This design comes from an exercise in tuning for small area and a short achievable clock period on the open sky130 flow, not from production work. Function was not checked in any run shown here: the RTL went through the layout flow alone. Power and IR drop assume default switching activity.

## flow/design.v (module list and top-level ports; edited modules follow where they fit)
// module fa: 4 lines
// module xn2: 3 lines
// module or2: 3 lines
// module fa1: 4 lines
// module ha: 4 lines
// module ks18: 21 lines
// module benc: 5 lines
// module DSP: 590 lines
module DSP (a,b,c,d,clk,rst_n,p);
  // ...
==> flow/flow/run.sh <==
#!/bin/bash
# Standard ORFS layout (the standard.sh, unchanged synthesis), except:
# - the input and output ports are buffered with a plain buf_1 instead of the
#   delay-type buffer that buffer_ports picks by default;
# - clock tree synthesis inserts no dummy load cells.
set -euo pipefail
bash standard.sh \
  "BUFFER_PORTS_ARGS=-buffer_cell sky130_fd_sc_hd__buf_1" \
  "CTS_ARGS=-sink_clustering_enable -repair_clock_nets -sink_clustering_size 16 -sink_clustering_max_diameter 60 -buf_list sky130_fd_sc_hd__clkbuf_8 -dont_use_dummy_load" \
  finish > orfs_make.log 2>&1
==> flow/standard.sh <==
#!/bin/bash
# synth_recipe.tcl (not shown) runs the flow's synth.tcl, then flattens the netlist and writes it again
# the make line also repeats each setting of config.mk as NAME=value (left out here)
make -C /OpenROAD-flow-scripts/flow DESIGN_CONFIG=/design/flow/config.mk WORK_HOME=/design/flow/orfs CLKGATE_MAP_FILE= SYNTH_SCRIPT=/design/flow/synth_recipe.tcl "${@:-finish}"
==> flow/config.mk <==
export PLATFORM = sky130hd
export DESIGN_NAME = DSP
export DESIGN_NICKNAME = DSP
export VERILOG_FILES = /design/flow/design.v
export SDC_FILE = /design/flow/constraint.sdc
export NUM_CORES = 4
export LEC_CHECK = 0
export CAP_MARGIN = 20
export CORE_MARGIN = 2
export CORE_UTILIZATION = 60
export CTS_BUF_LIST = sky130_fd_sc_hd__clkbuf_8
export CTS_CLUSTER_DIAMETER = 60
export CTS_CLUSTER_SIZE = 16
export SETUP_SLACK_MARGIN = 4.5
export SLEW_MARGIN = 20
export SYNTH_HIERARCHICAL = 1
export SYNTH_MINIMUM_KEEP_SIZE = 0
==> flow/constraint.sdc <==
create_clock -name core_clock -period 7.0 [get_ports {clk}]
set_input_delay 1.4000 -clock core_clock [delete_from_list [all_inputs] [get_ports {clk}]]
set_output_delay 1.4000 -clock core_clock [all_outputs]
set_load 0.01 [all_outputs]
==> flow_summary.ini, run 1 <==
[worst_setup_path]
end_kind = register
critPathLaunch = a1[5]
cpMaxStageDelayCell = fa_2
crit_chain = buf_12 -> buf_8 -> o22ai_4 -> buf_6 -> clkbuf_16 -> a22oi_1 -> xnor2_1 -> fa_1 -> fa_2

[timing]
finalWorstSetupSlack_ns = 4.33
final_hold_viol_count = 0
finalSetupViolCount = 0

[placement]
postPlaceCellArea_mm2 = 0.0188

[route]
drcViolationCount = 0
routed_via_density = 6.07

[logic_synthesis]
synth_xor_area_share_pct = 12.4
synth_ff_type = dfrtp_1
synthTopCellsByCount = dfrtp_1, xnor2_1, fa_1
syn_avg_cell_area_um2 = 11.9
yosysWarnings = 8
async_flop_share_pct = 93.5

[power]
p_leak_uw = 0.00877
vdd_drop_max_uv = 189

[final_layout]
final_cell_mix = dfrtp_1, xnor2_1, fa_1, a22oi_1, buf_1
fin_util_pct = 73.5
largestRegisters = x (116), p (48), r0 (48)
synthToLayoutAreaGrowth_pct = 21.6
layout_commonest_cell = dfrtp_1
final-seq-area_mm2 = 0.00695
bufAreaShareNonClock_pct = 11.6
largest_reg_flops = 116

[cts]
numCtsBuffers = 26
cts_root_buffer = clkbuf_8
cts_tree = done
cts.sinks = 279
cts_resized = 84

[status]
status = no timing/DRC/antenna violations

[die]
initial_utilization_pct = 60.4

[hold_path]
worstHoldStart = r0[3]
whs_endpoint = p[3]
hold_class = register to register
==> run 2: changes to the inputs <==
--- a/flow/design.v
+++ b/flow/design.v
@@ -11,57 +11,451 @@
 module fa1 (input a, input b, output s, output co);
     xn2 u_s (.a(a), .b(b), .y(s));
     or2 u_c (.a(a), .b(b), .y(co));
 endmodule
 module ha (input a, input b, output s, output co);
     assign s  = a ^ b;
     assign co = a & b;
 endmodule
-module ks18 (input [17:0] a, input [17:0] b, output [17:0] s);
-    localparam W = 18;
-    localparam L = 5;
-    wire [W-1:0] g [0:L];
-    wire [W-1:0] p [0:L];
-    assign g[0] = a & b;
-    assign p[0] = a ^ b;
-    genvar l, i;
-    generate for (l = 0; l < L; l = l + 1) begin : g_l
-        for (i = 0; i < W; i = i + 1) begin : g_i
-            if (i >= (1 << l)) begin : g_m
-                assign g[l+1][i] = g[l][i] | (p[l][i] & g[l][i-(1<<l)]);
-                assign p[l+1][i] = p[l][i] & p[l][i-(1<<l)];
-            end else begin : g_k
-                assign g[l+1][i] = g[l][i];
-                assign p[l+1][i] = p[l][i];
-            end
-        end
-    end endgenerate
-    assign s = p[0] ^ {g[L][W-2:0], 1'b0};
+module add18 (input [17:0] a, input [17:0] b, output [17:0] s);
+    wire [17:0] g0 = a & b;
+    wire [17:0] p0 = a | b;
+    wire gg1 = g0[1] | (p0[1] & g0[0]);
+    wire pp1 = p0[1] & p0[0];
+    wire gg2 = g0[2] | (p0[2] & g0[1]);
+    wire pp2 = p0[2] & p0[1];
+    wire gg3 = g0[3] | (p0[3] & g0[2]);
+    wire pp3 = p0[3] & p0[2];
+    wire gg4 = g0[4] | (p0[4] & g0[3]);
+    wire pp4 = p0[4] & p0[3];
+    wire gg5 = g0[5] | (p0[5] & g0[4]);
+    wire pp5 = p0[5] & p0[4];
+    wire gg6 = g0[6] | (p0[6] & g0[5]);
+    wire pp6 = p0[6] & p0[5];
+    wire gg7 = g0[7] | (p0[7] & g0[6]);
+    wire pp7 = p0[7] & p0[6];
+    wire gg8 = g0[8] | (p0[8] & g0[7]);
+    wire pp8 = p0[8] & p0[7];
+    wire gg9 = g0[9] | (p0[9] & g0[8]);
+    wire pp9 = p0[9] & p0[8];
+    wire gg10 = g0[10] | (p0[10] & g0[9]);
+    wire pp10 = p0[10] & p0[9];
+    wire gg11 = g0[11] | (p0[11] & g0[10]);
+    wire pp11 = p0[11] & p0[10];
+    wire gg12 = g0[12] | (p0[12] & g0[11]);
+    wire pp12 = p0[12] & p0[11];
+    wire gg13 = g0[13] | (p0[13] & g0[12]);
+    wire pp13 = p0[13] & p0[12];
+    wire gg14 = g0[14] | (p0[14] & g0[13]);
+    wire pp14 = p0[14] & p0[13];
+    wire gg15 = g0[15] | (p0[15] & g0[14]);
+    wire pp15 = p0[15] & p0[14];
+    wire gg16 = g0[16] | (p0[16] & g0[15]);
+    wire pp16 = p0[16] & p0[15];
+    wire gg17 = g0[17] | (p0[17] & g0[16]);
+    wire pp17 = p0[17] & p0[16];
+    wire gg18 = gg2 | (pp2 & g0[0]);
+    wire pp18 = pp2 & p0[0];
+    wire gg19 = gg3 | (pp3 & gg1);
+    wire pp19 = pp3 & pp1;
+    wire gg20 = gg4 | (pp4 & gg2);
+    wire pp20 = pp4 & pp2;
+    wire gg21 = gg5 | (pp5 & gg3);
+    wire pp21 = pp5 & pp3;
+    wire gg22 = gg6 | (pp6 & gg4);
+    wire pp22 = pp6 & pp4;
+    wire gg23 = gg7 | (pp7 & gg5);
+    wire pp23 = pp7 & pp5;
+    wire gg24 = gg8 | (pp8 & gg6);
+    wire pp24 = pp8 & pp6;
+    wire gg25 = gg9 | (pp9 & gg7);
+    wire pp25 = pp9 & pp7;
+    wire gg26 = gg10 | (pp10 & gg8);
+    wire pp26 = pp10 & pp8;
+    wire gg27 = gg11 | (pp11 & gg9);
+    wire pp27 = pp11 & pp9;
+    wire gg28 = gg12 | (pp12 & gg10);
+    wire pp28 = pp12 & pp10;
+    wire gg29 = gg13 | (pp13 & gg11);
+    wire pp29 = pp13 & pp11;
+    wire gg30 = gg14 | (pp14 & gg12);
+    wire pp30 = pp14 & pp12;
+    wire gg31 = gg15 | (pp15 & gg13);
+    wire pp31 = pp15 & pp13;
+    wire gg32 = gg16 | (pp16 & gg14);
+    wire pp32 = pp16 & pp14;
+    wire gg33 = gg17 | (pp17 & gg15);
+    wire pp33 = pp17 & pp15;
+    wire gg34 = gg20 | (pp20 & g0[0]);
+    wire pp34 = pp20 & p0[0];
+    wire gg35 = gg21 | (pp21 & gg1);
+    wire pp35 = pp21 & pp1;
+    wire gg36 = gg22 | (pp22 & gg18);
+    wire pp36 = pp22 & pp18;
+    wire gg37 = gg23 | (pp23 & gg19);
+    wire pp37 = pp23 & pp19;
+    wire gg38 = gg24 | (pp24 & gg20);
+    wire pp38 = pp24 & pp20;
+    wire gg39 = gg25 | (pp25 & gg21);
+    wire pp39 = pp25 & pp21;
+    wire gg40 = gg26 | (pp26 & gg22);
+    wire pp40 = pp26 & pp22;
+    wire gg41 = gg27 | (pp27 & gg23);
+    wire pp41 = pp27 & pp23;
+    wire gg42 = gg28 | (pp28 & gg24);
+    wire pp42 = pp28 & pp24;
+    wire gg43 = gg29 | (pp29 & gg25);
+    wire pp43 = pp29 & pp25;
+    wire gg44 = gg30 | (pp30 & gg26);
+    wire pp44 = pp30 & pp26;
+    wire gg45 = gg31 | (pp31 & gg27);
+    wire pp45 = pp31 & pp27;
+    wire gg46 = gg32 | (pp32 & gg28);
+    wire pp46 = pp32 & pp28;
+    wire gg47 = gg33 | (pp33 & gg29);
+    wire pp47 = pp33 & pp29;
+    wire gg48 = gg38 | (pp38 & g0[0]);
+    wire pp48 = pp38 & p0[0];
+    wire gg49 = gg39 | (pp39 & gg1);
+    wire pp49 = pp39 & pp1;
+    wire gg50 = gg40 | (pp40 & gg18);
+    wire pp50 = pp40 & pp18;
+    wire gg51 = gg41 | (pp41 & gg19);
+    wire pp51 = pp41 & pp19;
+    wire gg52 = gg42 | (pp42 & gg34);
+    wire pp52 = pp42 & pp34;
+    wire gg53 = gg43 | (pp43 & gg35);
+    wire pp53 = pp43 & pp35;
+    wire gg54 = gg44 | (pp44 & gg36);
+    wire pp54 = pp44 & pp36;
+    wire gg55 = gg45 | (pp45 & gg37);
+    wire pp55 = pp45 & pp37;
+    wire gg56 = gg46 | (pp46 & gg38);
+    wire pp56 = pp46 & pp38;
+    wire gg57 = gg47 | (pp47 & gg39);
+    wire pp57 = pp47 & pp39;
+    wire gg58 = gg56 | (pp56 & g0[0]);
+    wire pp58 = pp56 & p0[0];
+    wire gg59 = gg57 | (pp57 & gg1);
+    wire pp59 = pp57 & pp1;
+    assign s[0] = (a[0] ^ 1'b0) ^ b[0];
+    assign s[1] = (a[1] ^ g0[0]) ^ b[1];
+    assign s[2] = (a[2] ^ gg1) ^ b[2];
+    assign s[3] = (a[3] ^ gg18) ^ b[3];
+    assign s[4] = (a[4] ^ gg19) ^ b[4];
+    assign s[5] = (a[5] ^ gg34) ^ b[5];
+    assign s[6] = (a[6] ^ gg35) ^ b[6];
+    assign s[7] = (a[7] ^ gg36) ^ b[7];
+    assign s[8] = (a[8] ^ gg37) ^ b[8];
+    assign s[9] = (a[9] ^ gg48) ^ b[9];
+    assign s[10] = (a[10] ^ gg49) ^ b[10];
+    assign s[11] = (a[11] ^ gg50) ^ b[11];
+    assign s[12] = (a[12] ^ gg51) ^ b[12];
+    assign s[13] = (a[13] ^ gg52) ^ b[13];
+    assign s[14] = (a[14] ^ gg53) ^ b[14];
+    assign s[15] = (a[15] ^ gg54) ^ b[15];
+    assign s[16] = (a[16] ^ gg55) ^ b[16];
+    assign s[17] = (a[17] ^ gg58) ^ b[17];
+endmodule
+module addlo (input [7:0] a, input [7:0] b, output [7:0] s, output co);
+    wire [7:0] g0 = a & b;
+    wire [7:0] p0 = a | b;
+    wire gg1 = g0[1] | (p0[1] & g0[0]);
+    wire pp1 = p0[1] & p0[0];
+    wire gg2 = g0[3] | (p0[3] & g0[2]);
+    wire pp2 = p0[3] & p0[2];
+    wire gg3 = g0[5] | (p0[5] & g0[4]);
+    wire pp3 = p0[5] & p0[4];
+    wire gg4 = g0[7] | (p0[7] & g0[6]);
+    wire pp4 = p0[7] & p0[6];
+    wire gg5 = g0[2] | (p0[2] & gg1);
+    wire pp5 = p0[2] & pp1;
+    wire gg6 = gg2 | (pp2 & gg1);
+    wire pp6 = pp2 & pp1;
+    wire gg7 = g0[6] | (p0[6] & gg3);
+    wire pp7 = p0[6] & pp3;
+    wire gg8 = gg4 | (pp4 & gg3);
+    wire pp8 = pp4 & pp3;
+    wire gg9 = g0[4] | (p0[4] & gg6);
+    wire pp9 = p0[4] & pp6;
+    wire gg10 = gg3 | (pp3 & gg6);
+    wire pp10 = pp3 & pp6;
+    wire gg11 = gg7 | (pp7 & gg6);
+    wire pp11 = pp7 & pp6;
+    wire gg12 = gg8 | (pp8 & gg6);
+    wire pp12 = pp8 & pp6;
+    assign s[0] = (a[0] ^ 1'b0) ^ b[0];
+    assign s[1] = (a[1] ^ g0[0]) ^ b[1];
+    assign s[2] = (a[2] ^ gg1) ^ b[2];
+    assign s[3] = (a[3] ^ gg5) ^ b[3];
+    assign s[4] = (a[4] ^ gg6) ^ b[4];
+    assign s[5] = (a[5] ^ gg9) ^ b[5];
+    assign s[6] = (a[6] ^ gg10) ^ b[6];
+    assign s[7] = (a[7] ^ gg11) ^ b[7];
+    assign co = gg12;
 endmodule
-module benc (input h, input m, input l, output one, output two, output neg);
-    assign one = m ^ l;
-    assign two = (h & ~m & ~l) | (~h & m & l);
-    assign neg = h;
+module addhi (input [39:0] a, input [39:0] b, input ci, output [39:0] s);
+    wire [39:0] g0 = a & b;
+    wire [39:0] p0 = a | b;
+    wire gc0 = g0[0] | (p0[0] & ci);
+    wire gg1 = g0[1] | (p0[1] & gc0);
+    wire pp1 = p0[1] & p0[0];
+    wire gg2 = g0[3] | (p0[3] & g0[2]);
+    wire pp2 = p0[3] & p0[2];
+    wire gg3 = g0[5] | (p0[5] & g0[4]);
+    wire pp3 = p0[5] & p0[4];
+    wire gg4 = g0[7] | (p0[7] & g0[6]);
+    wire pp4 = p0[7] & p0[6];
+    wire gg5 = g0[9] | (p0[9] & g0[8]);
+    wire pp5 = p0[9] & p0[8];
+    wire gg6 = g0[11] | (p0[11] & g0[10]);
+    wire pp6 = p0[11] & p0[10];
+    wire gg7 = g0[13] | (p0[13] & g0[12]);
+    wire pp7 = p0[13] & p0[12];
+    wire gg8 = g0[15] | (p0[15] & g0[14]);
+    wire pp8 = p0[15] & p0[14];
+    wire gg9 = g0[17] | (p0[17] & g0[16]);
+    wire pp9 = p0[17] & p0[16];
+    wire gg10 = g0[19] | (p0[19] & g0[18]);
+    wire pp10 = p0[19] & p0[18];
+    wire gg11 = g0[21] | (p0[21] & g0[20]);
+    wire pp11 = p0[21] & p0[20];
+    wire gg12 = g0[23] | (p0[23] & g0[22]);
+    wire pp12 = p0[23] & p0[22];
+    wire gg13 = g0[25] | (p0[25] & g0[24]);
+    wire pp13 = p0[25] & p0[24];
+    wire gg14 = g0[27] | (p0[27] & g0[26]);
+    wire pp14 = p0[27] & p0[26];
+    wire gg15 = g0[29] | (p0[29] & g0[28]);
+    wire pp15 = p0[29] & p0[28];
+    wire gg16 = g0[31] | (p0[31] & g0[30]);
+    wire pp16 = p0[31] & p0[30];
+    wire gg17 = g0[33] | (p0[33] & g0[32]);
+    wire pp17 = p0[33] & p0[32];
+    wire gg18 = g0[35] | (p0[35] & g0[34]);
+    wire pp18 = p0[35] & p0[34];
+    wire gg19 = g0[37] | (p0[37] & g0[36]);
+    wire pp19 = p0[37] & p0[36];
+    wire gg20 = g0[39] | (p0[39] & g0[38]);
+    wire pp20 = p0[39] & p0[38];
+    wire gg21 = g0[2] | (p0[2] & gg1);
+    wire pp21 = p0[2] & pp1;
+    wire gg22 = gg2 | (pp2 & gg1);
+    wire pp22 = pp2 & pp1;
+    wire gg23 = g0[6] | (p0[6] & gg3);
+    wire pp23 = p0[6] & pp3;
+    wire gg24 = gg4 | (pp4 & gg3);
+    wire pp24 = pp4 & pp3;
+    wire gg25 = g0[10] | (p0[10] & gg5);
+    wire pp25 = p0[10] & pp5;
+    wire gg26 = gg6 | (pp6 & gg5);
+    wire pp26 = pp6 & pp5;
+    wire gg27 = g0[14] | (p0[14] & gg7);
+    wire pp27 = p0[14] & pp7;
+    wire gg28 = gg8 | (pp8 & gg7);
+    wire pp28 = pp8 & pp7;
+    wire gg29 = g0[18] | (p0[18] & gg9);
+    wire pp29 = p0[18] & pp9;
+    wire gg30 = gg10 | (pp10 & gg9);
+    wire pp30 = pp10 & pp9;
+    wire gg31 = g0[22] | (p0[22] & gg11);
+    wire pp31 = p0[22] & pp11;
+    wire gg32 = gg12 | (pp12 & gg11);
+    wire pp32 = pp12 & pp11;
+    wire gg33 = g0[26] | (p0[26] & gg13);
+    wire pp33 = p0[26] & pp13;
+    wire gg34 = gg14 | (pp14 & gg13);
+    wire pp34 = pp14 & pp13;
+    wire gg35 = g0[30] | (p0[30] & gg15);
+    wire pp35 = p0[30] & pp15;
+    wire gg36 = gg16 | (pp16 & gg15);
+    wire pp36 = pp16 & pp15;
+    wire gg37 = g0[34] | (p0[34] & gg17);
+    wire pp37 = p0[34] & pp17;
+    wire gg38 = gg18 | (pp18 & gg17);
+    wire pp38 = pp18 & pp17;
+    wire gg39 = g0[38] | (p0[38] & gg19);
+    wire pp39 = p0[38] & pp19;
+    wire gg40 = gg20 | (pp20 & gg19);
+    wire pp40 = pp20 & pp19;
+    wire gg41 = g0[4] | (p0[4] & gg22);
+    wire pp41 = p0[4] & pp22;
+    wire gg42 = gg3 | (pp3 & gg22);
+    wire pp42 = pp3 & pp22;
+    wire gg43 = gg23 | (pp23 & gg22);
+    wire pp43 = pp23 & pp22;
+    wire gg44 = gg24 | (pp24 & gg22);
+    wire pp44 = pp24 & pp22;
+    wire gg45 = g0[12] | (p0[12] & gg26);
+    wire pp45 = p0[12] & pp26;
+    wire gg46 = gg7 | (pp7 & gg26);
+    wire pp46 = pp7 & pp26;
+    wire gg47 = gg27 | (pp27 & gg26);
+    wire pp47 = pp27 & pp26;
+    wire gg48 = gg28 | (pp28 & gg26);
+    wire pp48 = pp28 & pp26;
+    wire gg49 = g0[20] | (p0[20] & gg30);
+    wire pp49 = p0[20] & pp30;
+    wire gg50 = gg11 | (pp11 & gg30);
+    wire pp50 = pp11 & pp30;
+    wire gg51 = gg31 | (pp31 & gg30);
+    wire pp51 = pp31 & pp30;
+    wire gg52 = gg32 | (pp32 & gg30);
+    wire pp52 = pp32 & pp30;
+    wire gg53 = g0[28] | (p0[28] & gg34);
+    wire pp53 = p0[28] & pp34;
+    wire gg54 = gg15 | (pp15 & gg34);
+    wire pp54 = pp15 & pp34;
+    wire gg55 = gg35 | (pp35 & gg34);
+    wire pp55 = pp35 & pp34;
+    wire gg56 = gg36 | (pp36 & gg34);
+    wire pp56 = pp36 & pp34;
+    wire gg57 = g0[36] | (p0[36] & gg38);
+    wire pp57 = p0[36] & pp38;
+    wire gg58 = gg19 | (pp19 & gg38);
+    wire pp58 = pp19 & pp38;
+    wire gg59 = gg39 | (pp39 & gg38);
+    wire pp59 = pp39 & pp38;
+    wire gg60 = gg40 | (pp40 & gg38);
+    wire pp60 = pp40 & pp38;
+    wire gg61 = g0[8] | (p0[8] & gg44);
+    wire pp61 = p0[8] & pp44;
+    wire gg62 = gg5 | (pp5 & gg44);
+    wire pp62 = pp5 & pp44;
+    wire gg63 = gg25 | (pp25 & gg44);
+    wire pp63 = pp25 & pp44;
+    wire gg64 = gg26 | (pp26 & gg44);
+    wire pp64 = pp26 & pp44;
+    wire gg65 = gg45 | (pp45 & gg44);
+    wire pp65 = pp45 & pp44;
+    wire gg66 = gg46 | (pp46 & gg44);
+    wire pp66 = pp46 & pp44;
+    wire gg67 = gg47 | (pp47 & gg44);
+    wire pp67 = pp47 & pp44;
+    wire gg68 = gg48 | (pp48 & gg44);
+    wire pp68 = pp48 & pp44;
+    wire gg69 = g0[24] | (p0[24] & gg52);
+    wire pp69 = p0[24] & pp52;
+    wire gg70 = gg13 | (pp13 & gg52);
+    wire pp70 = pp13 & pp52;
+    wire gg71 = gg33 | (pp33 & gg52);
+    wire pp71 = pp33 & pp52;
+    wire gg72 = gg34 | (pp34 & gg52);
+    wire pp72 = pp34 & pp52;
+    wire gg73 = gg53 | (pp53 & gg52);
+    wire pp73 = pp53 & pp52;
+    wire gg74 = gg54 | (pp54 & gg52);
+    wire pp74 = pp54 & pp52;
+    wire gg75 = gg55 | (pp55 & gg52);
+    wire pp75 = pp55 & pp52;
+    wire gg76 = gg56 | (pp56 & gg52);
+    wire pp76 = pp56 & pp52;
+    wire gg77 = g0[16] | (p0[16] & gg68);
+    wire pp77 = p0[16] & pp68;
+    wire gg78 = gg9 | (pp9 & gg68);
+    wire pp78 = pp9 & pp68;
+    wire gg79 = gg29 | (pp29 & gg68);
+    wire pp79 = pp29 & pp68;
+    wire gg80 = gg30 | (pp30 & gg68);
+    wire pp80 = pp30 & pp68;
+    wire gg81 = gg49 | (pp49 & gg68);
+    wire pp81 = pp49 & pp68;
+    wire gg82 = gg50 | (pp50 & gg68);
+    wire pp82 = pp50 & pp68;
+    wire gg83 = gg51 | (pp51 & gg68);
+    wire pp83 = pp51 & pp68;
+    wire gg84 = gg52 | (pp52 & gg68);
+    wire pp84 = pp52 & pp68;
+    wire gg85 = gg69 | (pp69 & gg68);
+    wire pp85 = pp69 & pp68;
+    wire gg86 = gg70 | (pp70 & gg68);
+    wire pp86 = pp70 & pp68;
+    wire gg87 = gg71 | (pp71 & gg68);
+    wire pp87 = pp71 & pp68;
+    wire gg88 = gg72 | (pp72 & gg68);
+    wire pp88 = pp72 & pp68;
+    wire gg89 = gg73 | (pp73 & gg68);
+    wire pp89 = pp73 & pp68;
+    wire gg90 = gg74 | (pp74 & gg68);
+    wire pp90 = pp74 & pp68;
+    wire gg91 = gg75 | (pp75 & gg68);
+    wire pp91 = pp75 & pp68;
+    wire gg92 = gg76 | (pp76 & gg68);
+    wire pp92 = pp76 & pp68;
+    wire gg93 = g0[32] | (p0[32] & gg92);
+    wire pp93 = p0[32] & pp92;
+    wire gg94 = gg17 | (pp17 & gg92);
+    wire pp94 = pp17 & pp92;
+    wire gg95 = gg37 | (pp37 & gg92);
+    wire pp95 = pp37 & pp92;
+    wire gg96 = gg38 | (pp38 & gg92);
+    wire pp96 = pp38 & pp92;
+    wire gg97 = gg57 | (pp57 & gg92);
+    wire pp97 = pp57 & pp92;
+    wire gg98 = gg58 | (pp58 & gg92);
+    wire pp98 = pp58 & pp92;
+    wire gg99 = gg59 | (pp59 & gg92);
+    wire pp99 = pp59 & pp92;
+    wire gg100 = gg60 | (pp60 & gg92);
+    wire pp100 = pp60 & pp92;
+    assign s[0] = (a[0] ^ ci) ^ b[0];
+    assign s[1] = (a[1] ^ gc0) ^ b[1];
+    assign s[2] = (a[2] ^ gg1) ^ b[2];
+    assign s[3] = (a[3] ^ gg21) ^ b[3];
+    assign s[4] = (a[4] ^ gg22) ^ b[4];
+    assign s[5] = (a[5] ^ gg41) ^ b[5];
+    assign s[6] = (a[6] ^ gg42) ^ b[6];
+    assign s[7] = (a[7] ^ gg43) ^ b[7];
+    assign s[8] = (a[8] ^ gg44) ^ b[8];
+    assign s[9] = (a[9] ^ gg61) ^ b[9];
+    assign s[10] = (a[10] ^ gg62) ^ b[10];
+    assign s[11] = (a[11] ^ gg63) ^ b[11];
+    assign s[12] = (a[12] ^ gg64) ^ b[12];
+    assign s[13] = (a[13] ^ gg65) ^ b[13];
+    assign s[14] = (a[14] ^ gg66) ^ b[14];
+    assign s[15] = (a[15] ^ gg67) ^ b[15];
+    assign s[16] = (a[16] ^ gg68) ^ b[16];
+    assign s[17] = (a[17] ^ gg77) ^ b[17];
+    assign s[18] = (a[18] ^ gg78) ^ b[18];
+    assign s[19] = (a[19] ^ gg79) ^ b[19];
+    assign s[20] = (a[20] ^ gg80) ^ b[20];
+    assign s[21] = (a[21] ^ gg81) ^ b[21];
+    assign s[22] = (a[22] ^ gg82) ^ b[22];
+    assign s[23] = (a[23] ^ gg83) ^ b[23];
+    assign s[24] = (a[24] ^ gg84) ^ b[24];
+    assign s[25] = (a[25] ^ gg85) ^ b[25];
+    assign s[26] = (a[26] ^ gg86) ^ b[26];
+    assign s[27] = (a[27] ^ gg87) ^ b[27];
+    assign s[28] = (a[28] ^ gg88) ^ b[28];
+    assign s[29] = (a[29] ^ gg89) ^ b[29];
+    assign s[30] = (a[30] ^ gg90) ^ b[30];
+    assign s[31] = (a[31] ^ gg91) ^ b[31];
+    assign s[32] = (a[32] ^ gg92) ^ b[32];
+    assign s[33] = (a[33] ^ gg93) ^ b[33];
+    assign s[34] = (a[34] ^ gg94) ^ b[34];
+    assign s[35] = (a[35] ^ gg95) ^ b[35];
+    assign s[36] = (a[36] ^ gg96) ^ b[36];
+    assign s[37] = (a[37] ^ gg97) ^ b[37];
+    assign s[38] = (a[38] ^ gg98) ^ b[38];
+    assign s[39] = (a[39] ^ gg99) ^ b[39];
 endmodule
 module DSP (a,b,c,d,clk,rst_n,p);
     parameter OPERATION = "ADD" ;
     input [17:0] a,b,d;
     input [47:0] c;
     input clk,rst_n;
     output reg [47:0] p;
-    reg [17:0] a1;
-    wire [19:0] ax = {2'b00, a1};
-    wire [8:0] bo, bt, bn;
-    wire bz;
+    wire [19:0] ax = {2'b00, a};
+        reg [8:0] bo, bt, bn;
+    reg bz;
     reg [17:0] s1;
     wire [17:0] s0;
-    ks18 u_pre (.a(b), .b(d), .s(s0));
+    add18 u_pre (.a(b), .b(d), .s(s0));
     reg [115:0] x;
-    wire [115:0] xe = x;
     reg [47:0] r0;
     reg [47:8] r1;
     reg rc;
     wire [47:0] cd = {c[47:36] - 12'd1, c[35:0]};
     wire [115:0] xn;
     wire [8:0] nn = ~bn;
     wire [18:0] sx = {1'b0, s1};
     wire [18:0] sy = {s1, 1'b0};
@@ -70,26 +464,16 @@
     wire [18:0] pp1 = (({19{bo[1]}} & sx) | ({19{bt[1]}} & sy)) ^ {19{bn[1]}};
     wire [18:0] pp2 = (({19{bo[2]}} & sx) | ({19{bt[2]}} & sy)) ^ {19{bn[2]}};
     wire [18:0] pp3 = (({19{bo[3]}} & sx) | ({19{bt[3]}} & sy)) ^ {19{bn[3]}};
     wire [18:0] pp4 = (({19{bo[4]}} & sx) | ({19{bt[4]}} & sy)) ^ {19{bn[4]}};
     wire [18:0] pp5 = (({19{bo[5]}} & sx) | ({19{bt[5]}} & sy)) ^ {19{bn[5]}};
     wire [18:0] pp6 = (({19{bo[6]}} & sx) | ({19{bt[6]}} & sy)) ^ {19{bn[6]}};
     wire [18:0] pp7 = (({19{bo[7]}} & sx) | ({19{bt[7]}} & sy)) ^ {19{bn[7]}};
     wire [18:0] pp8 = (({19{bo[8]}} & sx) | ({19{bt[8]}} & sy)) ^ {19{bn[8]}};
-    benc u_be0 (.h(ax[1]), .m(ax[0]), .l(1'b0), .one(bo[0]), .two(bt[0]), .neg(bn[0]));
-    benc u_be1 (.h(ax[3]), .m(ax[2]), .l(ax[1]), .one(bo[1]), .two(bt[1]), .neg(bn[1]));
-    benc u_be2 (.h(ax[5]), .m(ax[4]), .l(ax[3]), .one(bo[2]), .two(bt[2]), .neg(bn[2]));
-    benc u_be3 (.h(ax[7]), .m(ax[6]), .l(ax[5]), .one(bo[3]), .two(bt[3]), .neg(bn[3]));
-    benc u_be4 (.h(ax[9]), .m(ax[8]), .l(ax[7]), .one(bo[4]), .two(bt[4]), .neg(bn[4]));
-    benc u_be5 (.h(ax[11]), .m(ax[10]), .l(ax[9]), .one(bo[5]), .two(bt[5]), .neg(bn[5]));
-    benc u_be6 (.h(ax[13]), .m(ax[12]), .l(ax[11]), .one(bo[6]), .two(bt[6]), .neg(bn[6]));
-    benc u_be7 (.h(ax[15]), .m(ax[14]), .l(ax[13]), .one(bo[7]), .two(bt[7]), .neg(bn[7]));
-    benc u_be8 (.h(ax[17]), .m(ax[16]), .l(ax[15]), .one(bo[8]), .two(bt[8]), .neg(bn[8]));
-    assign bz = a1[17];
     wire fs1, fk1;
     wire fs2, fk2;
     wire fs3, fk3;
     wire fs4, fk4;
     wire fs5, fk5;
     wire fs6, fk6;
     wire fs7, fk7;
     wire fs8, fk8;
@@ -386,90 +770,90 @@
     fa u84 (.a(fk43), .b(fk44), .c(gs5), .s(fs84), .co(fk84));
     fa u85 (.a(gk5), .b(fk45), .c(fs46), .s(fs85), .co(fk85));
     fa u86 (.a(fk46), .b(fk47), .c(gs6), .s(fs86), .co(fk86));
     fa u87 (.a(gk6), .b(fk48), .c(fs49), .s(fs87), .co(fk87));
     fa u88 (.a(fk49), .b(gs7), .c(pp8[14]), .s(fs88), .co(fk88));
     fa u89 (.a(gk7), .b(fs50), .c(pz[13]), .s(fs89), .co(fk89));
     fa u90 (.a(fk50), .b(gs8), .c(pz[14]), .s(fs90), .co(fk90));
     fa u91 (.a(gk9), .b(nn[8]), .c(pz[17]), .s(fs91), .co(fk91));
-    ha h1 (.a(xe[29]), .b(xe[30]), .s(hs1), .co(hk1));
-    ha h2 (.a(xe[34]), .b(xe[35]), .s(hs2), .co(hk2));
-    ha h3 (.a(xe[38]), .b(xe[39]), .s(hs3), .co(hk3));
-    ha h4 (.a(xe[42]), .b(xe[43]), .s(hs4), .co(hk4));
-    ha h5 (.a(xe[46]), .b(xe[47]), .s(hs5), .co(hk5));
-    fa u92 (.a(xe[50]), .b(xe[51]), .c(xe[52]), .s(fs92), .co(fk92));
-    fa u93 (.a(xe[55]), .b(xe[56]), .c(xe[57]), .s(fs93), .co(fk93));
-    ha h6 (.a(xe[58]), .b(xe[59]), .s(hs6), .co(hk6));
-    fa u94 (.a(xe[61]), .b(xe[62]), .c(xe[63]), .s(fs94), .co(fk94));
-    ha h7 (.a(xe[64]), .b(xe[65]), .s(hs7), .co(hk7));
-    fa u95 (.a(xe[66]), .b(xe[67]), .c(xe[68]), .s(fs95), .co(fk95));
-    ha h8 (.a(xe[70]), .b(xe[71]), .s(hs8), .co(hk8));
-    fa u96 (.a(xe[74]), .b(xe[75]), .c(xe[76]), .s(fs96), .co(fk96));
-    ha h9 (.a(xe[79]), .b(xe[80]), .s(hs9), .co(hk9));
-    fa u97 (.a(xe[83]), .b(xe[84]), .c(xe[85]), .s(fs97), .co(fk97));
-    ha h10 (.a(xe[88]), .b(xe[89]), .s(hs10), .co(hk10));
-    ha h11 (.a(xe[16]), .b(xe[17]), .s(hs11), .co(hk11));
-    ha h12 (.a(xe[20]), .b(xe[21]), .s(hs12), .co(hk12));
-    ha h13 (.a(xe[23]), .b(xe[24]), .s(hs13), .co(hk13));
-    ha h14 (.a(xe[26]), .b(xe[27]), .s(hs14), .co(hk14));
-    fa u98 (.a(xe[31]), .b(xe[32]), .c(xe[33]), .s(fs98), .co(fk98));
-    fa u99 (.a(xe[36]), .b(xe[37]), .c(hk1), .s(fs99), .co(fk99));
-    fa u100 (.a(xe[40]), .b(xe[41]), .c(hk2), .s(fs100), .co(fk100));
-    fa u101 (.a(xe[44]), .b(xe[45]), .c(hk3), .s(fs101), .co(fk101));
-    fa u102 (.a(xe[48]), .b(xe[49]), .c(hk4), .s(fs102), .co(fk102));
-    fa u103 (.a(xe[53]), .b(xe[54]), .c(hk5), .s(fs103), .co(fk103));
-    fa u104 (.a(xe[60]), .b(fk92), .c(fs93), .s(fs104), .co(fk104));
+    ha h1 (.a(x[29]), .b(x[30]), .s(hs1), .co(hk1));
+    ha h2 (.a(x[34]), .b(x[35]), .s(hs2), .co(hk2));
+    ha h3 (.a(x[38]), .b(x[39]), .s(hs3), .co(hk3));
+    ha h4 (.a(x[42]), .b(x[43]), .s(hs4), .co(hk4));
+    ha h5 (.a(x[46]), .b(x[47]), .s(hs5), .co(hk5));
+    fa u92 (.a(x[50]), .b(x[51]), .c(x[52]), .s(fs92), .co(fk92));
+    fa u93 (.a(x[55]), .b(x[56]), .c(x[57]), .s(fs93), .co(fk93));
+    ha h6 (.a(x[58]), .b(x[59]), .s(hs6), .co(hk6));
+    fa u94 (.a(x[61]), .b(x[62]), .c(x[63]), .s(fs94), .co(fk94));
+    ha h7 (.a(x[64]), .b(x[65]), .s(hs7), .co(hk7));
+    fa u95 (.a(x[66]), .b(x[67]), .c(x[68]), .s(fs95), .co(fk95));
+    ha h8 (.a(x[70]), .b(x[71]), .s(hs8), .co(hk8));
+    fa u96 (.a(x[74]), .b(x[75]), .c(x[76]), .s(fs96), .co(fk96));
+    ha h9 (.a(x[79]), .b(x[80]), .s(hs9), .co(hk9));
+    fa u97 (.a(x[83]), .b(x[84]), .c(x[85]), .s(fs97), .co(fk97));
+    ha h10 (.a(x[88]), .b(x[89]), .s(hs10), .co(hk10));
+    ha h11 (.a(x[16]), .b(x[17]), .s(hs11), .co(hk11));
+    ha h12 (.a(x[20]), .b(x[21]), .s(hs12), .co(hk12));
+    ha h13 (.a(x[23]), .b(x[24]), .s(hs13), .co(hk13));
+    ha h14 (.a(x[26]), .b(x[27]), .s(hs14), .co(hk14));
+    fa u98 (.a(x[31]), .b(x[32]), .c(x[33]), .s(fs98), .co(fk98));
+    fa u99 (.a(x[36]), .b(x[37]), .c(hk1), .s(fs99), .co(fk99));
+    fa u100 (.a(x[40]), .b(x[41]), .c(hk2), .s(fs100), .co(fk100));
+    fa u101 (.a(x[44]), .b(x[45]), .c(hk3), .s(fs101), .co(fk101));
+    fa u102 (.a(x[48]), .b(x[49]), .c(hk4), .s(fs102), .co(fk102));
+    fa u103 (.a(x[53]), .b(x[54]), .c(hk5), .s(fs103), .co(fk103));
+    fa u104 (.a(x[60]), .b(fk92), .c(fs93), .s(fs104), .co(fk104));
     fa u105 (.a(fk93), .b(hk6), .c(fs94), .s(fs105), .co(fk105));
-    fa u106 (.a(xe[69]), .b(fk94), .c(hk7), .s(fs106), .co(fk106));
-    fa u107 (.a(xe[72]), .b(xe[73]), .c(fk95), .s(fs107), .co(fk107));
-    fa u108 (.a(xe[77]), .b(xe[78]), .c(hk8), .s(fs108), .co(fk108));
-    fa u109 (.a(xe[81]), .b(xe[82]), .c(fk96), .s(fs109), .co(fk109));
-    fa u110 (.a(xe[86]), .b(xe[87]), .c(hk9), .s(fs110), .co(fk110));
-    fa u111 (.a(xe[90]), .b(xe[91]), .c(fk97), .s(fs111), .co(fk111));
-    fa u112 (.a(xe[92]), .b(xe[93]), .c(xe[94]), .s(fs112), .co(fk112));
-    ha h15 (.a(xe[95]), .b(xe[96]), .s(hs15), .co(hk15));
-    fa u113 (.a(xe[98]), .b(xe[99]), .c(xe[100]), .s(fs113), .co(fk113));
-    ha h16 (.a(xe[102]), .b(xe[103]), .s(hs16), .co(hk16));
-    ha h17 (.a(xe[5]), .b(xe[6]), .s(hs17), .co(hk17));
-    ha h18 (.a(xe[8]), .b(xe[9]), .s(hs18), .co(hk18));
-    ha h19 (.a(xe[10]), .b(xe[11]), .s(hs19), .co(hk19));
-    ha h20 (.a(xe[12]), .b(xe[13]), .s(hs20), .co(hk20));
-    ha h21 (.a(xe[14]), .b(xe[15]), .s(hs21), .co(hk21));
-    fa u114 (.a(xe[18]), .b(xe[19]), .c(hs11), .s(fs114), .co(fk114));
-    fa u115 (.a(xe[22]), .b(hk11), .c(hs12), .s(fs115), .co(fk115));
-    fa u116 (.a(xe[25]), .b(hk12), .c(hs13), .s(fs116), .co(fk116));
-    fa u117 (.a(xe[28]), .b(hk13), .c(hs14), .s(fs117), .co(fk117));
+    fa u106 (.a(x[69]), .b(fk94), .c(hk7), .s(fs106), .co(fk106));
+    fa u107 (.a(x[72]), .b(x[73]), .c(fk95), .s(fs107), .co(fk107));
+    fa u108 (.a(x[77]), .b(x[78]), .c(hk8), .s(fs108), .co(fk108));
+    fa u109 (.a(x[81]), .b(x[82]), .c(fk96), .s(fs109), .co(fk109));
+    fa u110 (.a(x[86]), .b(x[87]), .c(hk9), .s(fs110), .co(fk110));
+    fa u111 (.a(x[90]), .b(x[91]), .c(fk97), .s(fs111), .co(fk111));
+    fa u112 (.a(x[92]), .b(x[93]), .c(x[94]), .s(fs112), .co(fk112));
+    ha h15 (.a(x[95]), .b(x[96]), .s(hs15), .co(hk15));
+    fa u113 (.a(x[98]), .b(x[99]), .c(x[100]), .s(fs113), .co(fk113));
+    ha h16 (.a(x[102]), .b(x[103]), .s(hs16), .co(hk16));
+    ha h17 (.a(x[5]), .b(x[6]), .s(hs17), .co(hk17));
+    ha h18 (.a(x[8]), .b(x[9]), .s(hs18), .co(hk18));
+    ha h19 (.a(x[10]), .b(x[11]), .s(hs19), .co(hk19));
+    ha h20 (.a(x[12]), .b(x[13]), .s(hs20), .co(hk20));
+    ha h21 (.a(x[14]), .b(x[15]), .s(hs21), .co(hk21));
+    fa u114 (.a(x[18]), .b(x[19]), .c(hs11), .s(fs114), .co(fk114));
+    fa u115 (.a(x[22]), .b(hk11), .c(hs12), .s(fs115), .co(fk115));
+    fa u116 (.a(x[25]), .b(hk12), .c(hs13), .s(fs116), .co(fk116));
+    fa u117 (.a(x[28]), .b(hk13), .c(hs14), .s(fs117), .co(fk117));
     fa u118 (.a(hs1), .b(hk14), .c(fs98), .s(fs118), .co(fk118));
     fa u119 (.a(hs2), .b(fk98), .c(fs99), .s(fs119), .co(fk119));
     fa u120 (.a(hs3), .b(fk99), .c(fs100), .s(fs120), .co(fk120));
     fa u121 (.a(hs4), .b(fk100), .c(fs101), .s(fs121), .co(fk121));
     fa u122 (.a(hs5), .b(fk101), .c(fs102), .s(fs122), .co(fk122));
     fa u123 (.a(fs92), .b(fk102), .c(fs103), .s(fs123), .co(fk123));
     fa u124 (.a(hs6), .b(fk103), .c(fs104), .s(fs124), .co(fk124));
     fa u125 (.a(hs7), .b(fk104), .c(fs105), .s(fs125), .co(fk125));
     fa u126 (.a(fs95), .b(fk105), .c(fs106), .s(fs126), .co(fk126));
     fa u127 (.a(hs8), .b(fk106), .c(fs107), .s(fs127), .co(fk127));
     fa u128 (.a(fs96), .b(fk107), .c(fs108), .s(fs128), .co(fk128));
     fa u129 (.a(hs9), .b(fk108), .c(fs109), .s(fs129), .co(fk129));
     fa u130 (.a(fs97), .b(fk109), .c(fs110), .s(fs130), .co(fk130));
     fa u131 (.a(hs10), .b(fk110), .c(fs111), .s(fs131), .co(fk131));
     fa u132 (.a(hk10), .b(fk111), .c(fs112), .s(fs132), .co(fk132));
-    fa u133 (.a(xe[97]), .b(fk112), .c(hs15), .s(fs133), .co(fk133));
-    fa u134 (.a(xe[101]), .b(hk15), .c(fs113), .s(fs134), .co(fk134));
-    fa u135 (.a(xe[104]), .b(fk113), .c(hs16), .s(fs135), .co(fk135));
-    fa u136 (.a(xe[105]), .b(xe[106]), .c(hk16), .s(fs136), .co(fk136));
-    ha h22 (.a(xe[107]), .b(xe[108]), .s(hs22), .co(hk22));
-    fa u137 (.a(xe[109]), .b(xe[110]), .c(xe[111]), .s(fs137), .co(fk137));
-    ha h23 (.a(xe[112]), .b(xe[113]), .s(hs23), .co(hk23));
-    fa u138 (.a(xe[0]), .b(xe[1]), .c(cd[0]), .s(fs138), .co(fk138));
-    ha h24 (.a(xe[2]), .b(cd[1]), .s(hs24), .co(hk24));
-    ha h25 (.a(xe[3]), .b(cd[2]), .s(hs25), .co(hk25));
-    ha h26 (.a(xe[4]), .b(cd[3]), .s(hs26), .co(hk26));
-    fa u139 (.a(xe[7]), .b(hs17), .c(cd[4]), .s(fs139), .co(fk139));
+    fa u133 (.a(x[97]), .b(fk112), .c(hs15), .s(fs133), .co(fk133));
+    fa u134 (.a(x[101]), .b(hk15), .c(fs113), .s(fs134), .co(fk134));
+    fa u135 (.a(x[104]), .b(fk113), .c(hs16), .s(fs135), .co(fk135));
+    fa u136 (.a(x[105]), .b(x[106]), .c(hk16), .s(fs136), .co(fk136));
+    ha h22 (.a(x[107]), .b(x[108]), .s(hs22), .co(hk22));
+    fa u137 (.a(x[109]), .b(x[110]), .c(x[111]), .s(fs137), .co(fk137));
+    ha h23 (.a(x[112]), .b(x[113]), .s(hs23), .co(hk23));
+    fa u138 (.a(x[0]), .b(x[1]), .c(cd[0]), .s(fs138), .co(fk138));
+    ha h24 (.a(x[2]), .b(cd[1]), .s(hs24), .co(hk24));
+    ha h25 (.a(x[3]), .b(cd[2]), .s(hs25), .co(hk25));
+    ha h26 (.a(x[4]), .b(cd[3]), .s(hs26), .co(hk26));
+    fa u139 (.a(x[7]), .b(hs17), .c(cd[4]), .s(fs139), .co(fk139));
     fa u140 (.a(hk17), .b(hs18), .c(cd[5]), .s(fs140), .co(fk140));
     fa u141 (.a(hk18), .b(hs19), .c(cd[6]), .s(fs141), .co(fk141));
     fa u142 (.a(hk19), .b(hs20), .c(cd[7]), .s(fs142), .co(fk142));
     fa u143 (.a(hk20), .b(hs21), .c(cd[8]), .s(fs143), .co(fk143));
     fa u144 (.a(hk21), .b(fs114), .c(cd[9]), .s(fs144), .co(fk144));
     fa u145 (.a(fk114), .b(fs115), .c(cd[10]), .s(fs145), .co(fk145));
     fa u146 (.a(fk115), .b(fs116), .c(cd[11]), .s(fs146), .co(fk146));
     fa u147 (.a(fk116), .b(fs117), .c(cd[12]), .s(fs147), .co(fk147));
@@ -490,18 +874,18 @@
     fa u162 (.a(fk131), .b(fs132), .c(cd[27]), .s(fs162), .co(fk162));
     fa u163 (.a(fk132), .b(fs133), .c(cd[28]), .s(fs163), .co(fk163));
     fa u164 (.a(fk133), .b(fs134), .c(cd[29]), .s(fs164), .co(fk164));
     fa u165 (.a(fk134), .b(fs135), .c(cd[30]), .s(fs165), .co(fk165));
     fa u166 (.a(fk135), .b(fs136), .c(cd[31]), .s(fs166), .co(fk166));
     fa u167 (.a(fk136), .b(hs22), .c(cd[32]), .s(fs167), .co(fk167));
     fa u168 (.a(hk22), .b(fs137), .c(cd[33]), .s(fs168), .co(fk168));
     fa u169 (.a(fk137), .b(hs23), .c(cd[34]), .s(fs169), .co(fk169));
-    fa u170 (.a(xe[114]), .b(hk23), .c(cd[35]), .s(fs170), .co(fk170));
-    ha h27 (.a(xe[115]), .b(cd[36]), .s(hs27), .co(hk27));
+    fa u170 (.a(x[114]), .b(hk23), .c(cd[35]), .s(fs170), .co(fk170));
+    ha h27 (.a(x[115]), .b(cd[36]), .s(hs27), .co(hk27));
     assign xn[0] = pp0[0];
     assign xn[1] = bn[0];
     assign xn[2] = pp0[1];
     assign xn[3] = fs1;
     assign xn[4] = fs52;
     assign xn[5] = fk52;
     assign xn[6] = fs2;
     assign xn[7] = bn[2];
@@ -610,25 +994,54 @@
     assign xn[110] = gk8;
     assign xn[111] = fs51;
     assign xn[112] = fk51;
     assign xn[113] = gs9;
     assign xn[114] = fs91;
     assign xn[115] = fk91;
     wire [47:0] r0n = {cd[47], cd[46], cd[45], cd[44], cd[43], cd[42], cd[41], cd[40], cd[39], cd[38], hk27, fk170, fk169, fk168, fk167, fk166, fk165, fk164, fk163, fk162, fk161, fk160, fk159, fk158, fk157, fk156, fk155, fk154, fk153, fk152, fk151, fk150, fk149, fk148, fk147, fk146, fk145, fk144, fk143, fk142, fk141, fk140, fk139, hk26, hk25, hk24, fk138, fs138};
     wire [47:0] r1n = {1'b0, 1'b0, 1'b0, 1'b0, 1'b0, 1'b0, 1'b0, 1'b0, 1'b0, 1'b0, cd[37], hs27, fs170, fs169, fs168, fs167, fs166, fs165, fs164, fs163, fs162, fs161, fs160, fs159, fs158, fs157, fs156, fs155, fs154, fs153, fs152, fs151, fs150, fs149, fs148, fs147, fs146, fs145, fs144, fs143, fs142, fs141, fs140, fs139, hs26, hs25, hs24, 1'b0};
-    always @(posedge clk) s1 <= s0;
-    wire [8:0] lo = r0n[7:0] + r1n[7:0];
-    wire [40:0] hi = {r0[47:8], 1'b1} + {r1[47:8], rc};
+    wire [8:0] lo;
+    addlo u_lo (.a(r0n[7:0]), .b(r1n[7:0]), .s(lo[7:0]), .co(lo[8]));
+    wire [39:0] hi;
+    addhi u_hi (.a(r0[47:8]), .b(r1[47:8]), .ci(rc), .s(hi));
     always @(posedge clk or negedge rst_n) begin
         if (!rst_n) begin
-            a1 <= 0;
-            x <= 116'b01101001010010001001001000100010001000100010001000011000000000000000000000000000000000000000000000000000000000000000; r0 <= 0; r1 <= 0; rc <= 0; p <= 0;
+            bo <= 0; bt <= 0; bn <= 0; bz <= 0;
+            s1 <= 0; x <= 116'b01101001010010001001001000100010001000100010001000011000000000000000000000000000000000000000000000000000000000000000; r0 <= 0; r1 <= 0; rc <= 0; p <= 0;
         end else begin
-            a1 <= a;
+            bo[0] <= ax[0] ^ 1'b0;
+            bt[0] <= (ax[1] & ~ax[0] & ~1'b0) | (~ax[1] & ax[0] & 1'b0);
+            bn[0] <= ax[1];
+            bo[1] <= ax[2] ^ ax[1];
+            bt[1] <= (ax[3] & ~ax[2] & ~ax[1]) | (~ax[3] & ax[2] & ax[1]);
+            bn[1] <= ax[3];
+            bo[2] <= ax[4] ^ ax[3];
+            bt[2] <= (ax[5] & ~ax[4] & ~ax[3]) | (~ax[5] & ax[4] & ax[3]);
+            bn[2] <= ax[5];
+            bo[3] <= ax[6] ^ ax[5];
+            bt[3] <= (ax[7] & ~ax[6] & ~ax[5]) | (~ax[7] & ax[6] & ax[5]);
+            bn[3] <= ax[7];
+            bo[4] <= ax[8] ^ ax[7];
+            bt[4] <= (ax[9] & ~ax[8] & ~ax[7]) | (~ax[9] & ax[8] & ax[7]);
+            bn[4] <= ax[9];
+            bo[5] <= ax[10] ^ ax[9];
+            bt[5] <= (ax[11] & ~ax[10] & ~ax[9]) | (~ax[11] & ax[10] & ax[9]);
+            bn[5] <= ax[11];
+            bo[6] <= ax[12] ^ ax[11];
+            bt[6] <= (ax[13] & ~ax[12] & ~ax[11]) | (~ax[13] & ax[12] & ax[11]);
+            bn[6] <= ax[13];
+            bo[7] <= ax[14] ^ ax[13];
+            bt[7] <= (ax[15] & ~ax[14] & ~ax[13]) | (~ax[15] & ax[14] & ax[13]);
+            bn[7] <= ax[15];
+            bo[8] <= ax[16] ^ ax[15];
+            bt[8] <= (ax[17] & ~ax[16] & ~ax[15]) | (~ax[17] & ax[16] & ax[15]);
+            bn[8] <= ax[17];
+            bz <= a[17];
+            s1 <= s0;
             x  <= xn;
             r0 <= {r0n[47:8], lo[7:0]};
             r1 <= r1n[47:8];
             rc <= lo[8];
-            p  <= {hi[40:1], r0[7:0]};
+            p  <= {hi, r0[7:0]};
         end
     end
 endmodule
==> flow/flow/run.sh (replaced) <==
#!/bin/bash
# Standard ORFS layout (the standard.sh, unchanged synthesis), except that the
# input and output ports are buffered with a plain buffer cell instead of the
# delay-type buffer that buffer_ports picks by default.
set -euo pipefail
bash standard.sh "BUFFER_PORTS_ARGS=-buffer_cell sky130_fd_sc_hd__buf_2" finish > orfs_make.log 2>&1
==> flow/config.mk (replaced) <==
export PLATFORM = sky130hd
export DESIGN_NAME = DSP
export DESIGN_NICKNAME = DSP
export VERILOG_FILES = /design/flow/design.v
export SDC_FILE = /design/flow/constraint.sdc
export NUM_CORES = 4
export LEC_CHECK = 0
export CAP_MARGIN = 20
export CORE_MARGIN = 2
export CORE_UTILIZATION = 60
export CTS_BUF_LIST = sky130_fd_sc_hd__clkbuf_8
export SETUP_SLACK_MARGIN = 4.5
export SLEW_MARGIN = 20
export SYNTH_HIERARCHICAL = 1
export SYNTH_MINIMUM_KEEP_SIZE = 0
==> run 2 against run 1 <==
Critical path depth increased by 5. Core utilization down 2.0 points. Sequential power increased by 6%. Via count shrank 9.5%. Worst hold slack better by 0.0085 ns. Clock power grew 72%. Worst setup slack got worse by 1.2 ns. Global-route usage shrank 4.4 points. Critical path type unchanged. Largest cell class unchanged. Largest power group unchanged.
==> flow_summary.ini, run 2 <==
[logic_synthesis]
synth_cells = 1431
synth_top_family_by_area = adder cells
ys_seq_area_share_pct = 40.7
synthMuxAreaShare_pct = 0
ys_ff_latch = 288
synth_most_common_cell = xnor2_1
async_flop_share_pct = 100
synth_compound_area_share_pct = 11.4
synth_area_leaders = dfrtp_1, fa_1, xnor2_1
synth_top_area_share_pct = 38.2
syn_avg_cell_area_um2 = 12.4
synthTopCellsByCount = xnor2_1, dfrtp_1, fa_1
yosysTopAreaCell = dfrtp_1
synth_xor_area_share_pct = 14.8
synth-simple-area-share_pct = 5.77
synthAdderAreaFrac_pct = 24.1
syn_area_mm2 = 0.0178
yosysWarnings = 7
synth_edf_count = 0
synthDistinctLibCells = 67
synth_ff_type = dfrtp_1

[timing]
timing.fmax_mhz = 259
fin_skew_ns = 0.0210
fin_hold_ws_ns = 0.349
report.final.slew_viol_count = 0
relSlewSlack_pct = 42.2
fin_crit_ns = 3.86
final_hold_viol_count = 0
tightestPinTransition_ns = 0.867
rsz0062_at_grt = true
finalSetupViolCount = 0
timing.setup.tns_ns = 0
final.period_utilization_pct = 55.2

[worst_setup_path]
cp_num_buf_inv = 1
r2r_start = rc
crit_arrival_ns = 4.30
r2r-end = p[23]
slowest_delay_ns = 0.41
startpoint_type = register
path_max_fanout = 2
crit_type = register to register
crit_chain = fa_2 -> fa_2 -> maj3_2 -> o211a_4 -> o31ai_4 -> buf_4 -> a21oi_4 -> maj3_2 -> o21ai_2 -> nand2_2 -> maj3_2 -> maj3_2 -> maj3_2 -> xnor2_1
critical_path_depth = 14
r2r.worst_path.cells = 14
crit_top_cell = maj3_2
crit_required_ns = 7.43
cpMaxStageDelayCell = fa_2
path_delay_family = adder cells
end_kind = register
reg2reg_slack_ns = 3.14

[global_routing]
grt_use_met1_pct = 36.3
grt_pass1_vias = 12057
grt.overflow.total = 0
grt_pass1_wl_mm = 61.4
top_usage_layer = met2
use_met2_pct = 39.0
grt_max_degree = 184
grt_util_met3_pct = 4.78
antenna_found_initial = 0
track_usage_pct = 25.0

[final_layout]
final_cell_mix = xnor2_1, dfrtp_1, fa_1, a22oi_1, buf_2
fin_util_pct = 71.5
synthToLayoutAreaGrowth_pct = 16.5
regMostFlops = x
largest_reg_flops = 116
layout-drive-gt1-share_pct = 25.5
n_antenna_cell = 0
largestRegisters = x (116), p (48), r0 (48)
n_fill_cell = 2052
num-nets-final = 1933
layout_commonest_cell = xnor2_1
fin_area_mm2 = 0.0207

[cts]
path_clk_slew_ns = 0.06
clock_path_buffers = 3
cts.sinks = 288
numCtsBuffers = 48
cts_tree = done
cts_root_buffer = clkbuf_8
clk_latency_ns = 0.57
hold_buffers = 0
htree_levels = 2

[placement]
routabilityCongestion = 0.845
port_buffers = 151
postPlaceCellArea_mm2 = 0.0188
post-dp-hpwl_mm = 25.5

[die]
initial_utilization_pct = 61.4
ios = 152
die_h_um = 176
core_area_mm2 = 0.0289
rows = 62
die_x_um = 176
dieArea_mm2 = 0.0310

[hold_path]
whs_endpoint = p[6]
hold_depth = 0
worstHoldStart = r0[6]
hold_class = register to register

[route]
routed_via_density = 5.64
avgRoutedWirePerCell_um = 18.8
postRouteAntennaNets = 0
drcViolationCount = 0
wirelength_mm = 38.2
drt_pre_antenna_iters = 6
drt_iter0_drc = 870
vias = 11487

[power]
vdd_drop_max_uv = 313
pwr_density_cell_mw_per_mm2 = 470
p_leak_uw = 0.00851
p_total_uw = 9720

[flow_run]
cap_violations = 0

[status]
status = no timing/DRC/antenna violations
==> run 2: changes by cell type in the layout (fill, tap and decap cells not counted), moves of 28 or more <==
cell,change
conb_1,+28
a22oi_2,-30
buf_2,+143
clkbuf_8,+32
buf_1,-116
xnor2_1,+63
a22oi_1,+39
ha_1,-36
buf_4,-57
a21oi_1,-35
clkbuf_2,-34
==> run 2: how the worst max path moves through the flow <==
stage	startpoint	endpoint
final	rc	p[23]
after global routing	rc	p[38]
after CTS	r0[8]	p[38]
after detailed placement	rc	p[38]
after global placement	rc	p[38]
after floorplan	rc	p[38]
==> run 2: per-module statistics from Yosys, one instance, submodules excluded, a selection <==
module | times used | cell area [µm²] | cells inside | flops+latches
add18 | 1 | 1000 | 145 | 0
addhi | 1 | 1690 | 234 | 0
or2 | 9 | 6.26 | 1 | 0
fa | 170 | 20.0 | 1 | 0
xn2 | 9 | 8.76 | 1 | 0
addlo | 1 | 233 | 25 | 0
ha | 27 | 12.5 | 1 | 0
DSP | 1 | 11000 | 812 | 288
==> run 2: report_power, final <==
group,internal [µW],switching (µW)
combinational,2670,2500
clock,788,654
sequential,2500,609
total,5960,3770
==> run 2: area by class of cell <==
type,instances,area [µm²],share of cell area (%)
Timing Repair Buffer,202,1300,6.29
Clock buffer,58,798,3.86
Multi-Input combinational cell,1039,10500,51.0
Clock inverter,27,150,0.726
Sequential cell,288,7270,35.1
Tap cell,384,480,2.32
Inverter,39,146,0.708
==> run 2: stage by stage <==
stage	setup slack, ns	instances
2_1_floorplan	3.38	1461
3_3_place_gp	2.98	1907
3_5_place_dp	2.96	1907
4_1_cts	3.09	2025
5_1_grt	3.01	2037
6_report	3.14	2037
==> run 2: logic make-up after synthesis <==
family                     after synthesis
and+or+nand+nor                        200
adders and majority gates              238
DFF                                    288
AOI/OAI and AO/OA                      270
xor gates and xnor gates               300
buffers and inverters                  134
other                                    1
==> run 2: layer usage <==
metal,vias up,wire length (µm)
met5,-,0
met4,0,581
met3,46,2790
met2,432,18000
met1,5830,16800
li1,5179,-
==> run 2: timing repair <==
| action | 4_1_cts | 5_1_grt |
|---|---|---|
| pin swaps | 39 | 34 |
| resized for setup | 43 | 80 |
| endpoints found under the setup margin | 71 | 187 |
| setup buffers | 33 | 11 |
| hold endpoints to repair | 0 | 0 |
| gates cloned | 0 | 1 |

separate check: timing with driven ports:
The results above use ideal ports. As a check the final layouts listed here were re-extracted and re-timed, cells and wires unchanged. Step 1: set_driving_cell puts a clkbuf_16 on clk and a buf_2 on each other input, an assumption about the parent block. Step 2 adds t to the input delays and takes it off the output delays; t is the mean of the earliest and latest rising clock arrival at the registers after step 1. Input paths then give back, and output paths get back, about the clock's delay inside the block. a / b / c = no drivers / after step 1 / after step 2; a / b = the first two.
run	t (ns)	slack for setup (ns)	latest minus earliest clock arrival (ns)	cell pins on the clock port's net
run 1	0.611	4.331 / 4.331 / 3.902	0.061 / 0.061	1
run 2	0.605	3.138 / 3.138 / 3.138	0.024 / 0.023	1
After both steps setup and hold are still met in every run listed. The setup slack of run 1, which loses most, moves by 0.000 ns with the drivers and by -0.429 ns with both steps.
